This is an optimization exercise on Yosys and OpenROAD, whose aim is small area, a short achievable clock period and few clock cycles, not a production implementation. RTL that was checked went through simulation tests only; none was proved equivalent to the original.

==> run a: inputs <==
// produto_escalar
module produto_escalar (
    input  logic         clk_i,
    input  logic         rst_i,
    input  logic         iniciar,
    input  logic [31:0]  a0, a1, a2, a3, a4, a5, a6, a7,
    input  logic [31:0]  b0, b1, b2, b3, b4, b5, b6, b7,
    output logic [63:0]  resultado,
    output logic         concluido
);
  logic        iniciar_prev;
  logic [8:1]  fase;           
  logic [31:0] a_r;
  logic [15:0] one_r, two_r, neg_r;
  logic [63:0] acc_s, acc_c;
  wire ocupado = |fase;
  wire inicio  = iniciar & ~iniciar_prev & ~ocupado;
  wire en      = inicio | (|fase[7:1]);
  always_ff @(posedge clk_i) begin
    if (rst_i) begin
      iniciar_prev <= 1'b0;
      fase         <= 8'd0;
      concluido    <= 1'b0;
    end else begin
      iniciar_prev <= iniciar;
      fase         <= {fase[7:1], inicio};
      if (inicio)       concluido <= 1'b0;
      else if (fase[8]) concluido <= 1'b1;
    end
  end
  wire [31:0] a_sel = ({32{~ocupado}} & a0) | ({32{fase[1]}} & a1) |
                      ({32{fase[2]}} & a2) | ({32{fase[3]}} & a3) |
                      ({32{fase[4]}} & a4) | ({32{fase[5]}} & a5) |
                      ({32{fase[6]}} & a6) | ({32{fase[7]}} & a7);
  wire [31:0] b_sel = ({32{~ocupado}} & b0) | ({32{fase[1]}} & b1) |
                      ({32{fase[2]}} & b2) | ({32{fase[3]}} & b3) |
                      ({32{fase[4]}} & b4) | ({32{fase[5]}} & b5) |
                      ({32{fase[6]}} & b6) | ({32{fase[7]}} & b7);
  wire [15:0] one_d, two_d, neg_d;
  assign one_d[0] = en & (b_sel[0] ^ 1'b0);
  assign two_d[0] = en & ((b_sel[1] & ~b_sel[0] & ~1'b0) | (~b_sel[1] & b_sel[0] & 1'b0));
  assign neg_d[0] = en & b_sel[1];
  assign one_d[1] = en & (b_sel[2] ^ b_sel[1]);
  assign two_d[1] = en & ((b_sel[3] & ~b_sel[2] & ~b_sel[1]) | (~b_sel[3] & b_sel[2] & b_sel[1]));
  assign neg_d[1] = en & b_sel[3];
  assign one_d[2] = en & (b_sel[4] ^ b_sel[3]);
  assign two_d[2] = en & ((b_sel[5] & ~b_sel[4] & ~b_sel[3]) | (~b_sel[5] & b_sel[4] & b_sel[3]));
  assign neg_d[2] = en & b_sel[5];
  assign one_d[3] = en & (b_sel[6] ^ b_sel[5]);
  ...
export LEC_CHECK = 0
export CAP_MARGIN = 20
export CORE_MARGIN = 2
export CORE_UTILIZATION = 40
export SLEW_MARGIN = 20
export SYNTH_HIERARCHICAL = 1
export SYNTH_MINIMUM_KEEP_SIZE = 0
export BUFFER_PORTS_ARGS = -buffer_cell sky130_fd_sc_hd__buf_1
create_clock -name core_clock -period 11.5 [get_ports {clk_i}]
standard.sh (not shown) runs the stock make flow with config.mk's settings and CLKGATE_MAP_FILE= SYNTH_SCRIPT=/design/flow/synth_recipe.tcl, a recipe that flattens the netlist after the stock synthesis.
==> flow/flow/run.sh <==
#!/bin/bash
set -e
echo 'export BUFFER_PORTS_ARGS = -buffer_cell sky130_fd_sc_hd__buf_1' >> config.mk
bash standard.sh > standard.log 2>&1
==> run b: changes against run a <==
--- a/flow/design.v
+++ b/flow/design.v
@@ -1471,13 +1471,34 @@
   assign nxt_c[62] = fc556;
   assign nxt_c[63] = fc557;
   always_ff @(posedge clk_i) begin
     acc_s <= nxt_s;
     acc_c <= nxt_c;
   end
-  assign resultado = acc_s + acc_c;
+  produto_escalar_add64 u_soma (.x(acc_s), .y(acc_c), .s(resultado));
+endmodule
+module produto_escalar_add64 (
+    input  logic [63:0] x, y,
+    output logic [63:0] s
+);
+  logic [63:0] g [0:6];
+  logic [63:0] p [0:6];
+  assign g[0] = x & y;
+  assign p[0] = x ^ y;
+  for (genvar l = 0; l < 6; l++) begin : nivel
+    for (genvar i = 0; i < 64; i++) begin : bit_
+      if (i >= (1 << l)) begin : comb
+        assign g[l+1][i] = g[l][i] | (p[l][i] & g[l][i - (1 << l)]);
+        assign p[l+1][i] = p[l][i] & p[l][i - (1 << l)];
+      end else begin : pass
+        assign g[l+1][i] = g[l][i];
+        assign p[l+1][i] = p[l][i];
+      end
+    end
+  end
+  assign s = p[0] ^ {g[6][62:0], 1'b0};
 endmodule
 module produto_escalar_fa (
     input  logic a, b, c,
     output logic s, co
 );
   assign s  = a ^ b ^ c;
==> flow/flow/run.sh (replaced) <==
#!/bin/bash
set -e
echo 'export BUFFER_PORTS_ARGS = -buffer_cell sky130_fd_sc_hd__buf_1' >> config.mk
bash standard.sh SETUP_SLACK_MARGIN=7 finish > standard.log 2>&1
==> run c: changes against run a <==
--- a/flow/design.v
+++ b/flow/design.v
@@ -5,29 +5,29 @@
     input  logic [31:0]  a0, a1, a2, a3, a4, a5, a6, a7,
     input  logic [31:0]  b0, b1, b2, b3, b4, b5, b6, b7,
     output logic [63:0]  resultado,
     output logic         concluido
 );
   logic        iniciar_prev;
-  logic [8:1]  fase;           
+  logic [9:1]  fase;           
   logic [31:0] a_r;
   logic [15:0] one_r, two_r, neg_r;
   logic [63:0] acc_s, acc_c;
   wire ocupado = |fase;
   wire inicio  = iniciar & ~iniciar_prev & ~ocupado;
   wire en      = inicio | (|fase[7:1]);
   always_ff @(posedge clk_i) begin
     if (rst_i) begin
       iniciar_prev <= 1'b0;
-      fase         <= 8'd0;
+      fase         <= 9'd0;
       concluido    <= 1'b0;
     end else begin
       iniciar_prev <= iniciar;
-      fase         <= {fase[7:1], inicio};
+      fase         <= {fase[8:1], inicio};
       if (inicio)       concluido <= 1'b0;
-      else if (fase[8]) concluido <= 1'b1;
+      else if (fase[9]) concluido <= 1'b1;
     end
   end
   wire [31:0] a_sel = ({32{~ocupado}} & a0) | ({32{fase[1]}} & a1) |
                       ({32{fase[2]}} & a2) | ({32{fase[3]}} & a3) |
                       ({32{fase[4]}} & a4) | ({32{fase[5]}} & a5) |
                       ({32{fase[6]}} & a6) | ({32{fase[7]}} & a7);
@@ -1470,14 +1470,14 @@
   assign nxt_c[61] = fs556;
   assign nxt_c[62] = fc556;
   assign nxt_c[63] = fc557;
   always_ff @(posedge clk_i) begin
     acc_s <= nxt_s;
     acc_c <= nxt_c;
+    resultado <= acc_s + acc_c;
   end
-  assign resultado = acc_s + acc_c;
 endmodule
 module produto_escalar_fa (
     input  logic a, b, c,
     output logic s, co
 );
   assign s  = a ^ b ^ c;
==> flow/flow/run.sh (replaced) <==
#!/bin/bash
set -e
echo 'export BUFFER_PORTS_ARGS = -buffer_cell sky130_fd_sc_hd__buf_1' >> config.mk
bash standard.sh SETUP_SLACK_MARGIN=7 finish > standard.log 2>&1
==> impl_metrics.json <==
{
  "nFlopsAndLatches": 218,
  "wl_met1_mm": 57.06,
  "post-place-ws_ns": 5.774,
  "grt_antenna_before_repair": 27,
  "final_cell_mix": "a22oi_1, fa_1, xnor2_1, buf_1, buf_4",
  "nFillCells": 7740,
  "numClockSinks": 218,
  "synth_top_area_share_pct": 32.82,
  "status": "no timing/DRC/antenna violations",
  "diodes": 16
}
Source of the figures above: run b

==> impl_metrics.json <==
{
  "sh_seq_area_pct": 11.78,
  "use_met1_pct": 42.83,
  "tapCellCount": 1080,
  "synth_top_area_share_pct": 32.67,
  "finalSetupViolations": 0,
  "diodes": 10,
  "hold_path_depth": 2,
  "nFlopsAndLatches": 218,
  "status": "no timing/DRC/antenna violations",
  "nFillCells": 8023,
  "numClockSinks": 218,
  "synth-xor-area-share_pct": 15.75,
  "dominant_cells": "multi-input gates",
  "cts_setup_buffers": 0,
  "globalRoute.busiestLayer": "met2",
  "wl_met1_mm": 55.73,
  "maxCapViolCount": 0,
  "final_cell_mix": "a22oi_1, buf_1, xnor2_1, fa_1, dfxtp_1",
  "post-place-ws_ns": 5.312
}
Source of the figures above: run a

==> impl_metrics.json <==
{
  "grt_antenna_before_repair": 14,
  "track_usage_pct": 35.81,
  "wl_met1_mm": 57.31,
  "status": "no timing/DRC/antenna violations",
  "vias": 31887,
  "synth-xor-area-share_pct": 15.01,
  "diodes": 12,
  "nFillCells": 8472,
  "firstDrtPassIters": 10,
  "cts-htree-levels": 2,
  "numClockSinks": 283,
  "final_cell_mix": "a22oi_1, buf_1, fa_1, xnor2_1, dfxtp_1",
  "post-place-ws_ns": 6.681,
  "synth_top_area_share_pct": 31.34
}
Source of the figures above: run c

Testbench counts of run a, summed over its fixed seeds: cycles 24,000.
Testbench counts of run c, summed over its fixed seeds: cycles 26,400.
For run b, only the layout was checked, not whether the RTL still works.

==> what the ideal ports hide <==
No port has a modelled driver above. Below, the same layouts with a new extraction and two added sets of constraints.
Step 1 assumes that a clkbuf_16 drives the clock port and a buf_2 every other input.
Step 2 moves the port delays by t, midway between the first and last clock arrival at a register: inputs arrive t later, outputs are due t later. That takes back most of the time a late clock gives input paths.
a / b / c = ideal ports / drivers / drivers and shift; a / b = the first two.
run	shift t [ns]	setup WS [ns]	hold slack, ns	slew at the worst register clock pin (ns)	worst data-port slew with drivers (ns)
run a	0.673	4.573 / 4.505 / 5.178	0.529 / 0.529 / 0.529	0.07 / 0.07	0.20
run b	0.685	5.405 / 5.329 / 6.014	0.469 / 0.469 / 0.469	0.07 / 0.07	0.28
run c	0.639	7.092 / 7.092 / 6.858	0.481 / 0.481 / 0.481	0.07 / 0.07	0.21
After both steps setup and hold are still met in every run listed. For run c, which loses most, drivers alone change the setup slack by 0.000 ns; drivers and shift together by -0.234 ns.
